Context: an optimization exercise on an open-source flow, tuned for small area. The choices shown serve that exercise and are no tape-out recipe.
The RTL was checked by simulation tests, not by an equivalence proof against the original design.
No driver is modelled on the clock port, so clock power and skew are understated where the tree is cut down; a real chip needs a root buffer or a tree.
Power and IR drop assume default switching activity.

==> harbor <==
==> flow/design.v (excerpt) <==
module	bombMatrixBitMap	(
					input	logic	clk,
					input	logic	resetN,
					input logic	[10:0] offsetX, 
					input logic	[10:0] offsetY,
					input	logic	InsideRectangle,  
					input logic enter_hit,  
					input	 logic signed 	[10:0]	topLeftX,  
					input	 logic signed	[10:0]	topLeftY,   
					input logic OneSecPulse,
					input logic addBombCollected,
					output logic [3:0] explosionIndexX,
					output logic [3:0] explosionIndexY,
					output logic explodeBomb,
					output	logic	drawingRequest,  
					output	logic	[7:0] RGBout   
 ) ;
	logic [7:0] pos0, pos1, pos2, pos3;  
	logic v0, v1, v2, v3;                
	logic a1, a2;                        
	logic [3:0] bomb_counter;
	logic limit4;                        
	logic [3:0] k_q;                     
	logic odd_q;                         
	logic [7:0] player_sq, pixel_sq;
	assign player_sq = {topLeftY[8:5], topLeftX[8:5]};
	assign pixel_sq  = {offsetY[8:5], offsetX[8:5]};
	logic occupied, below_limit, place;
	assign occupied = (v0 && pos0 == player_sq) || (v1 && pos1 == player_sq) ||
	                  (v2 && pos2 == player_sq);
Settings: LEC_CHECK=0, ABC_AREA=1, CAP_MARGIN=20, CORE_MARGIN=2, CORE_UTILIZATION=60, SLEW_MARGIN=20; clock period 10.0 ns.
standard.sh (not shown) runs the stock make flow with config.mk's settings and CLKGATE_MAP_FILE= SYNTH_SCRIPT=/design/flow/synth_recipe.tcl, a recipe that flattens the netlist after the stock synthesis.
==> flow/flow/run.sh <==
#!/bin/bash
# The standard layout (standard.sh), with these changes:
# - after floorplanning, the combinational logic is re-mapped for area with OpenROAD's
#   restructure (restructure.tcl, ORFS's POST_FLOORPLAN_TCL hook); registers are kept;
# - ports are buffered with buf_1 instead of the default port buffer cell;
# - before CTS, cells are downsized where slew and capacitance limits allow
#   (downsize.tcl), and the clock tree is two clkbuf_16 buffers fed by the clock port
#   (clock_buffers.tcl, ORFS's PRE_CTS_TCL hook) instead of TritonCTS's H-tree.
set -e
export BUFFER_PORTS_ARGS="-buffer_cell sky130_fd_sc_hd__buf_1"
export POST_FLOORPLAN_TCL="$(pwd)/flow/restructure.tcl"
export RMP_DIR="$(pwd)/rmp"
export PRE_CTS_TCL="$(pwd)/flow/clock_buffers.tcl"
bash standard.sh > standard.log 2>&1
==> flow/flow/libfilter.py <==
#!/usr/bin/env python3
# libfilter.py IN.lib OUT.lib CELL...
# Copies a Liberty file without the cell groups named on the command line (the
# platform's DONT_USE_CELLS), so that restructure's ABC run cannot map to them.
import sys
src, dst, drop = sys.argv[1], sys.argv[2], set(sys.argv[3:])
out = []
lines = open(src).read().split('\n')
i = 0
while i < len(lines):
    l = lines[i]
    s = l.strip()
    if s.startswith('cell ') or s.startswith('cell('):
        name = s[s.index('(') + 1:s.index(')')].strip().strip('"')
        if name in drop:
            depth = l.count('{') - l.count('}')
            i += 1
            while depth > 0 and i < len(lines):
                depth += lines[i].count('{') - lines[i].count('}')
                i += 1
            continue
    out.append(l)
    i += 1
open(dst, 'w').write('\n'.join(out))
==> flow/flow/restructure.tcl <==
# POST_FLOORPLAN_TCL hook: area-driven re-mapping of the combinational logic with
# OpenROAD's restructure (ABC), before placement. Registers are not touched.
# ABC gets the platform library without its don't-use cells (libfilter.py).
set rmp_dir $::env(RMP_DIR)
file mkdir $rmp_dir
set rmp_lib [file join $rmp_dir lib_no_dont_use.lib]
set src_lib [lindex $::env(LIB_FILES) 0]
exec python3 [file join [file dirname [info script]] libfilter.py] $src_lib $rmp_lib {*}$::env(DONT_USE_CELLS)
puts "restructure: design area before"
report_design_area
set tielo [lindex $::env(TIELO_CELL_AND_PORT) 0]/[lindex $::env(TIELO_CELL_AND_PORT) 1]
set tiehi [lindex $::env(TIEHI_CELL_AND_PORT) 0]/[lindex $::env(TIEHI_CELL_AND_PORT) 1]
set cwd [pwd]
cd $rmp_dir
restructure -target area -liberty_file $rmp_lib -tielo_port $tielo -tiehi_port $tiehi \
  -work_dir $rmp_dir -abc_logfile [file join $rmp_dir abc.log]
cd $cwd
puts "restructure: design area after"
report_design_area
Other scripts of this flow, unchanged in this note and not shown: flow/flow/clock_buffers.tcl, flow/flow/downsize.tcl
==> nickel (differences from harbor) <==
==> flow/flow/run.sh (replaced) <==
#!/bin/bash
# The standard layout (standard.sh), with two changes:
# - ports are buffered with buf_1 instead of the default port buffer cell;
# - the clock tree is two clkbuf_16 buffers fed by the clock port (clock_buffers.tcl,
#   run as ORFS's PRE_CTS_TCL hook) instead of TritonCTS's H-tree;
# - before that, cells are downsized where slew and capacitance limits allow (downsize.tcl).
set -e
export BUFFER_PORTS_ARGS="-buffer_cell sky130_fd_sc_hd__buf_1"
export PRE_CTS_TCL="$(pwd)/flow/clock_buffers.tcl"
bash standard.sh > standard.log 2>&1
removed: flow/flow/libfilter.py
removed: flow/flow/restructure.tcl
==> flow_summary.toml <==
[outcome]
status = "finished clean"

[power]
finalPower_mw = 0.658
clk-power_mw = 0.0913
powerDensity_nw_per_um2 = 161

[layout]
fin_cells = 599
finalNetCount = 555

[global_route]
grt_pass1_wl_um = 18800

[worst_setup_path]
startpoint = "offsetX[4]"

[placed_design]
post-place-ws_ns = 4.38
Source of the figures above: harbor

==> flow_summary.toml <==
[power]
powerDensity_nw_per_um2 = 145
pg_comb_mw = 0.222

[layout]
finalNetCount = 703
fin_cells = 729
ff_latch_area_sq_um = 1510

[outcome]
status = "finished clean"

[route]
drt-pass1-iter-count = 6
wl_met2_um = 5410

[worst_setup_path]
rrSetupSlack_ns = 7.93
startpoint = "offsetY[0]"

[global_route]
grt_pass1_wl_um = 20000

[placed_design]
post-place-ws_ns = 5.78
Source of the figures above: nickel

No run of this note takes its clock network from TritonCTS; it comes from the design's own scripts or RTL.


==> run a: inputs <==
Another version of the RTL of bombMatrixBitMap (not shown whole).
make LEC_CHECK=0 CAP_MARGIN=20 CORE_MARGIN=2 CORE_UTILIZATION=40 SLEW_MARGIN=20 finish   # period 10.0 ns
run.sh (not shown) runs the stock make flow with config.mk's settings and CLKGATE_MAP_FILE= SYNTH_SCRIPT=/design/flow/synth_recipe.tcl, a recipe that flattens the netlist after the stock synthesis.
Stock flow here: none of the scripts above is used.
==> inputs of run b, as changes to run a <==
--- a/flow/design.v
+++ b/flow/design.v
@@ -1,26 +1,39 @@
-module	bombMatrixBitMap	(
+module	bombMatrixBitMap	(	
 					input	logic	clk,
 					input	logic	resetN,
 					input logic	[10:0] offsetX, 
 					input logic	[10:0] offsetY,
 					input	logic	InsideRectangle,  
 					input logic enter_hit,  
 					input	 logic signed 	[10:0]	topLeftX,  
 					input	 logic signed	[10:0]	topLeftY,   
-					input logic OneSecPulse,
+					input logic OneSecPulse, 
 					input logic addBombCollected,
 					output logic [3:0] explosionIndexX,
 					output logic [3:0] explosionIndexY,
-					output logic explodeBomb,
+					output logic explodeBomb,  
 					output	logic	drawingRequest,  
 					output	logic	[7:0] RGBout   
  ) ;
-localparam logic [7:0] TRANSPARENT_ENCODING = 8'hFF ;
+localparam logic [7:0] TRANSPARENT_ENCODING = 8'hFF ; 
+	localparam logic [3:0] bomb_timer = 4'd3;
+	logic [3:0] max_bomb_limit_p;  
+	logic [3:0] max_bomb_limit_n;
+   logic [3:0] bomb_counter_p;
+	logic [3:0] bomb_counter_n;
+	logic [3:0] remaining_time;
+	logic bomb_placement_executed_p;
+	logic bomb_placement_executed_n;
+	logic [3:0] explosionIndexX_n;
+	logic [3:0] explosionIndexY_n;
+	logic explodeBomb_n;
+	logic [0:15] [0:15] [3:0]  bombBitMapMask_p;
+	logic [0:15] [0:15] [3:0]  bombBitMapMask_n;
 	localparam logic [8191:0] bomb_a = {
 	{8'hff,8'hff,8'hff,8'hff,8'hff,8'hff,8'hff,8'hff,8'hff,8'hff,8'hff,8'hff,8'hff,8'hff,8'hff,8'hff,8'hff,8'hff,8'hff,8'hff,8'hff,8'hff,8'hff,8'hff,8'hff,8'hff,8'hff,8'hff,8'hff,8'hff,8'hff,8'hff},
 	{8'hff,8'hff,8'hff,8'hff,8'hff,8'hff,8'hff,8'hff,8'hff,8'hff,8'hff,8'hff,8'hff,8'hff,8'hff,8'hff,8'hff,8'hff,8'hff,8'hff,8'hff,8'hff,8'hff,8'hff,8'hff,8'hff,8'hff,8'hff,8'hff,8'hff,8'hff,8'hff},
 	{8'hff,8'hff,8'hff,8'hff,8'hff,8'hff,8'hff,8'hff,8'hff,8'hff,8'hff,8'hff,8'hff,8'hff,8'hff,8'hff,8'hff,8'hff,8'hff,8'hf9,8'hfc,8'hfc,8'hf8,8'hff,8'hff,8'hff,8'hff,8'hff,8'hff,8'hff,8'hff,8'hff},
 	{8'hff,8'hff,8'hff,8'hff,8'hff,8'hff,8'hff,8'hff,8'hff,8'hff,8'hff,8'hff,8'hff,8'hff,8'hff,8'hff,8'hff,8'hff,8'hff,8'hf9,8'he4,8'he0,8'hf8,8'hff,8'hff,8'hff,8'hff,8'hff,8'hff,8'hff,8'hff,8'hff},
 	{8'hff,8'hff,8'hff,8'hff,8'hff,8'hff,8'hff,8'hff,8'hff,8'hff,8'hff,8'hff,8'hff,8'hff,8'hff,8'hff,8'hff,8'h00,8'hf9,8'hf8,8'hf4,8'hf4,8'hf8,8'hf8,8'hff,8'hff,8'hff,8'hff,8'hff,8'hff,8'hff,8'hff},
 	{8'hff,8'hff,8'hff,8'hff,8'hff,8'hff,8'hff,8'hff,8'hff,8'hff,8'hff,8'hff,8'hff,8'hff,8'hff,8'hff,8'h00,8'hff,8'hff,8'hff,8'hf9,8'hf8,8'hff,8'hff,8'hff,8'hff,8'hff,8'hff,8'hff,8'hff,8'hff,8'hff},
 	{8'hff,8'hff,8'hff,8'hff,8'hff,8'hff,8'hff,8'hff,8'hff,8'hff,8'hff,8'hff,8'hff,8'hff,8'hff,8'hff,8'hff,8'hff,8'hff,8'hff,8'hff,8'hff,8'hff,8'hff,8'hff,8'hff,8'hff,8'hff,8'hff,8'hff,8'hff,8'hff},
@@ -80,85 +93,73 @@
 	{8'hff,8'hff,8'hff,8'hff,8'hff,8'hff,8'h20,8'h20,8'h64,8'h64,8'h64,8'h64,8'h84,8'h84,8'h84,8'h64,8'h64,8'h64,8'h64,8'h64,8'h64,8'h64,8'h64,8'h64,8'h20,8'h20,8'hff,8'hff,8'hff,8'hff,8'hff,8'hff},
 	{8'hff,8'hff,8'hff,8'hff,8'hff,8'hff,8'hff,8'h20,8'h20,8'h64,8'h64,8'h64,8'h64,8'h64,8'h64,8'h64,8'h64,8'h64,8'h64,8'h64,8'h64,8'h64,8'h64,8'h20,8'h20,8'hff,8'hff,8'hff,8'hff,8'hff,8'hff,8'hff},
 	{8'hff,8'hff,8'hff,8'hff,8'hff,8'hff,8'hff,8'hff,8'hff,8'h20,8'h20,8'h20,8'h64,8'h64,8'h64,8'h64,8'h64,8'h64,8'h64,8'h64,8'h20,8'h20,8'h20,8'hff,8'hff,8'hff,8'hff,8'hff,8'hff,8'hff,8'hff,8'hff},
 	{8'hff,8'hff,8'hff,8'hff,8'hff,8'hff,8'hff,8'hff,8'hff,8'hff,8'hff,8'hff,8'h20,8'h20,8'h20,8'h20,8'h20,8'h20,8'h20,8'h64,8'hff,8'hff,8'hff,8'hff,8'hff,8'hff,8'hff,8'hff,8'hff,8'hff,8'hff,8'hff},
 	{8'hff,8'hff,8'hff,8'hff,8'hff,8'hff,8'hff,8'hff,8'hff,8'hff,8'hff,8'hff,8'hff,8'hff,8'hff,8'hff,8'hff,8'hff,8'hff,8'hff,8'hff,8'hff,8'hff,8'hff,8'hff,8'hff,8'hff,8'hff,8'hff,8'hff,8'hff,8'hff},
 	{8'hff,8'hff,8'hff,8'hff,8'hff,8'hff,8'hff,8'hff,8'hff,8'hff,8'hff,8'hff,8'hff,8'hff,8'hff,8'hff,8'hff,8'hff,8'hff,8'hff,8'hff,8'hff,8'hff,8'hff,8'hff,8'hff,8'hff,8'hff,8'hff,8'hff,8'hff,8'hff}
 	};
 	localparam logic [16383:0] object_colors = { bomb_b, bomb_a};
-	logic [7:0] pos0, pos1, pos2, pos3;  
-	logic v0, v1, v2, v3;                
-	logic a1, a2;                        
-	logic [3:0] bomb_counter;
-	logic limit4;                        
-	logic [7:0] player_sq, pixel_sq;
-	assign player_sq = {topLeftY[8:5], topLeftX[8:5]};
-	assign pixel_sq  = {offsetY[8:5], offsetX[8:5]};
-	logic occupied, below_limit, place;
-	assign occupied = (v0 && pos0 == player_sq) || (v1 && pos1 == player_sq) ||
-	                  (v2 && pos2 == player_sq) || (v3 && pos3 == player_sq);
-	assign below_limit = bomb_counter < (limit4 ? 4'd4 : 4'd3);
-	assign place = enter_hit && below_limit && !v3 && !occupied;
-	logic c0, c1, any_t1, pick0;
-	assign c0 = v0;
-	assign c1 = v1 && !a1;
-	assign any_t1 = c0 || c1;
-	assign pick0 = c0 && (!c1 || pos0 > pos1);
-	logic [7:0] pos3_n;
-	assign pos3_n = v3 ? pos3 : player_sq;
-	logic h0, h1, h2, h3, hit, even;
-	assign h0 = v0 && pos0 == pixel_sq;
-	assign h1 = v1 && pos1 == pixel_sq;
-	assign h2 = v2 && pos2 == pixel_sq;
-	assign h3 = v3 && pos3 == pixel_sq;
-	assign hit = h0 || h1 || h2 || h3;
-	assign even = (h1 && a1) || (h2 && !a2);
 	logic [9:0] pixel_index;
 	assign pixel_index = 10'd1023 - {offsetY[4:0], offsetX[4:0]};
+	assign remaining_time = bombBitMapMask_p[offsetY[8:5] ][offsetX[8:5]];
 always_ff@(posedge clk or negedge resetN)
 begin
 	if(!resetN) begin
-		RGBout <= TRANSPARENT_ENCODING;
-		bomb_counter <= 0;
-		v0 <= 0; v1 <= 0; v2 <= 0; v3 <= 0;
+		RGBout <= TRANSPARENT_ENCODING ;
+		bomb_counter_p <= 0;
+	   bombBitMapMask_p <= '0;
+		bomb_placement_executed_p <= 0;
 		explodeBomb <= 0;
 		explosionIndexX <= 0;
 		explosionIndexY <= 0;
-		limit4 <= 0;
+		max_bomb_limit_p <= 3;
 	end
 	else begin
-		if (addBombCollected) limit4 <= 1'b1;
-		if (OneSecPulse) begin
-			v0 <= v1 && a1;
-			v1 <= v2;
-			v2 <= v3 || place;
-			v3 <= 1'b0;
-			explodeBomb <= any_t1;
-			if (any_t1) begin
-				{explosionIndexY, explosionIndexX} <= pick0 ? pos0 : pos1;
-				bomb_counter <= bomb_counter - 4'd1;
-			end
-			else if (place) bomb_counter <= bomb_counter + 4'd1;
+		RGBout <= TRANSPARENT_ENCODING ;  
+      bomb_counter_p <= bomb_counter_n;
+		bombBitMapMask_p <= bombBitMapMask_n;
+		bomb_placement_executed_p <= bomb_placement_executed_n;
+		explosionIndexX <= explosionIndexX_n;
+		explosionIndexY <= explosionIndexY_n;
+		explodeBomb <= explodeBomb_n;
+		max_bomb_limit_p <= max_bomb_limit_n;
+		if ((InsideRectangle == 1'b1 ) && (remaining_time > 4'h00 ))    
+						RGBout <= object_colors[{remaining_time[0], pixel_index, 3'b000} +: 8] ; 
+		end 
+end
+always_comb begin
+	bomb_counter_n = bomb_counter_p;
+	bombBitMapMask_n = bombBitMapMask_p;
+	bomb_placement_executed_n = bomb_placement_executed_p;
+	explosionIndexX_n = explosionIndexX;
+	explosionIndexY_n = explosionIndexY;
+	explodeBomb_n = explodeBomb;
+	max_bomb_limit_n = max_bomb_limit_p;	
+	if( (enter_hit == 1'b1) && (bomb_counter_p < max_bomb_limit_p) && (!bomb_placement_executed_p )
+		  && (bombBitMapMask_n[topLeftY[8:5] ][topLeftX[8:5]] == 0)	)	begin 	
+				bomb_counter_n = bomb_counter_p + 3'b001;
+				bombBitMapMask_n[topLeftY[8:5] ][topLeftX[8:5]] = bomb_timer; 
+				bomb_placement_executed_n = 1'b1;
+	end
+		if(addBombCollected) begin
+			max_bomb_limit_n = 4;  
 		end
-		else begin
-			v3 <= v3 || place;
-			if (place) bomb_counter <= bomb_counter + 4'd1;
-		end
-		if (InsideRectangle && hit)
-			RGBout <= object_colors[{!even, pixel_index, 3'b000} +: 8];
-		else
-			RGBout <= TRANSPARENT_ENCODING;
-	end
-end
-always_ff@(posedge clk)
-begin
-	pos3 <= pos3_n;
-	if (OneSecPulse) begin
-		pos0 <= pos1;
-		pos1 <= pos2;
-		pos2 <= pos3_n;
-		a1 <= a2;
-		a2 <= !v3;
-	end
-end
-assign drawingRequest = (RGBout != TRANSPARENT_ENCODING);
+		if ( OneSecPulse ) begin 
+			explodeBomb_n = 0;
+			bomb_placement_executed_n = 1'b0;
+			for (int i = 0; i <= 15; i++) begin
+				for (int j = 0; j <= 15; j++) begin
+						if ( bombBitMapMask_p[i][j] == 4'b0001) begin  
+								bomb_counter_n = bomb_counter_p - 3'b001;
+								explosionIndexX_n = j;
+								explosionIndexY_n = i;
+								explodeBomb_n = 1;
+						end 
+						if( bombBitMapMask_p[i][j] > 4'b0000) begin
+								bombBitMapMask_n[i][j] = bombBitMapMask_p[i][j] - 1;  
+						end 
+				end 
+			end 
+		end  
+end  
+assign drawingRequest = (RGBout != TRANSPARENT_ENCODING ) ? 1'b1 : 1'b0 ;  
 endmodule
==> reports/results.tsv <==
metric	value	unit
outcome	complete, no violations	
area share of xor/xnor cells in the synthesized design	0.0895	
critical path capture point	RGBout[7]	
filler-free cell count of the finished design	904	
synth-to-layout area growth	12.7	%
achievable clock frequency	0.191	GHz
fin nets	789	
setup slack, reg-to-reg	7450	ps
largest net degree at the start of global routing	70	
cell leakage power	2.46	nW
Source of the figures above: run a

==> reports/results.tsv <==
metric	value	unit
synth-to-layout area growth	10.5	%
achievable clock frequency	0.144	GHz
cell leakage power	36.4	nW
critical path capture point	bombBitMapMask_p[509]	
outcome	complete, no violations	
fin nets	10000	
largest net degree at the start of global routing	177	
Source of the figures above: run b

==> static timing again, ports no longer ideal <==
The flow's constraints put no driver on any port. The routed layouts listed below were extracted and timed again, unchanged, in two steps.
Step 1, drivers: a clkbuf_16 drives clk and a buf_2 each remaining input, both assumed.
Step 2 moves the port delays by t, midway between the first and last clock arrival at a register: inputs arrive t later, outputs are due t later. That takes back most of the time a late clock gives input paths.
Slacks: ideal / step 1 / step 2; pairs: ideal / step 1.
| run | t (ns) | setup WS [ns] | worst data-port slew with drivers (ns) |
|---|---|---|---|
| harbor | 0.215 | 4.352 / 4.385 / 4.170 | 0.03 |
| nickel | 0.220 | 5.704 / 5.737 / 5.517 | 0.03 |
| run a | 0.360 | 4.775 / 4.788 / 4.427 | 0.03 |
| run b | 0.901 | 3.047 / 3.095 / 2.195 | 0.09 |
After both steps setup and hold are still met in every run listed. For run b, which loses most, drivers alone change the setup slack by +0.048 ns; drivers and shift together by -0.852 ns.
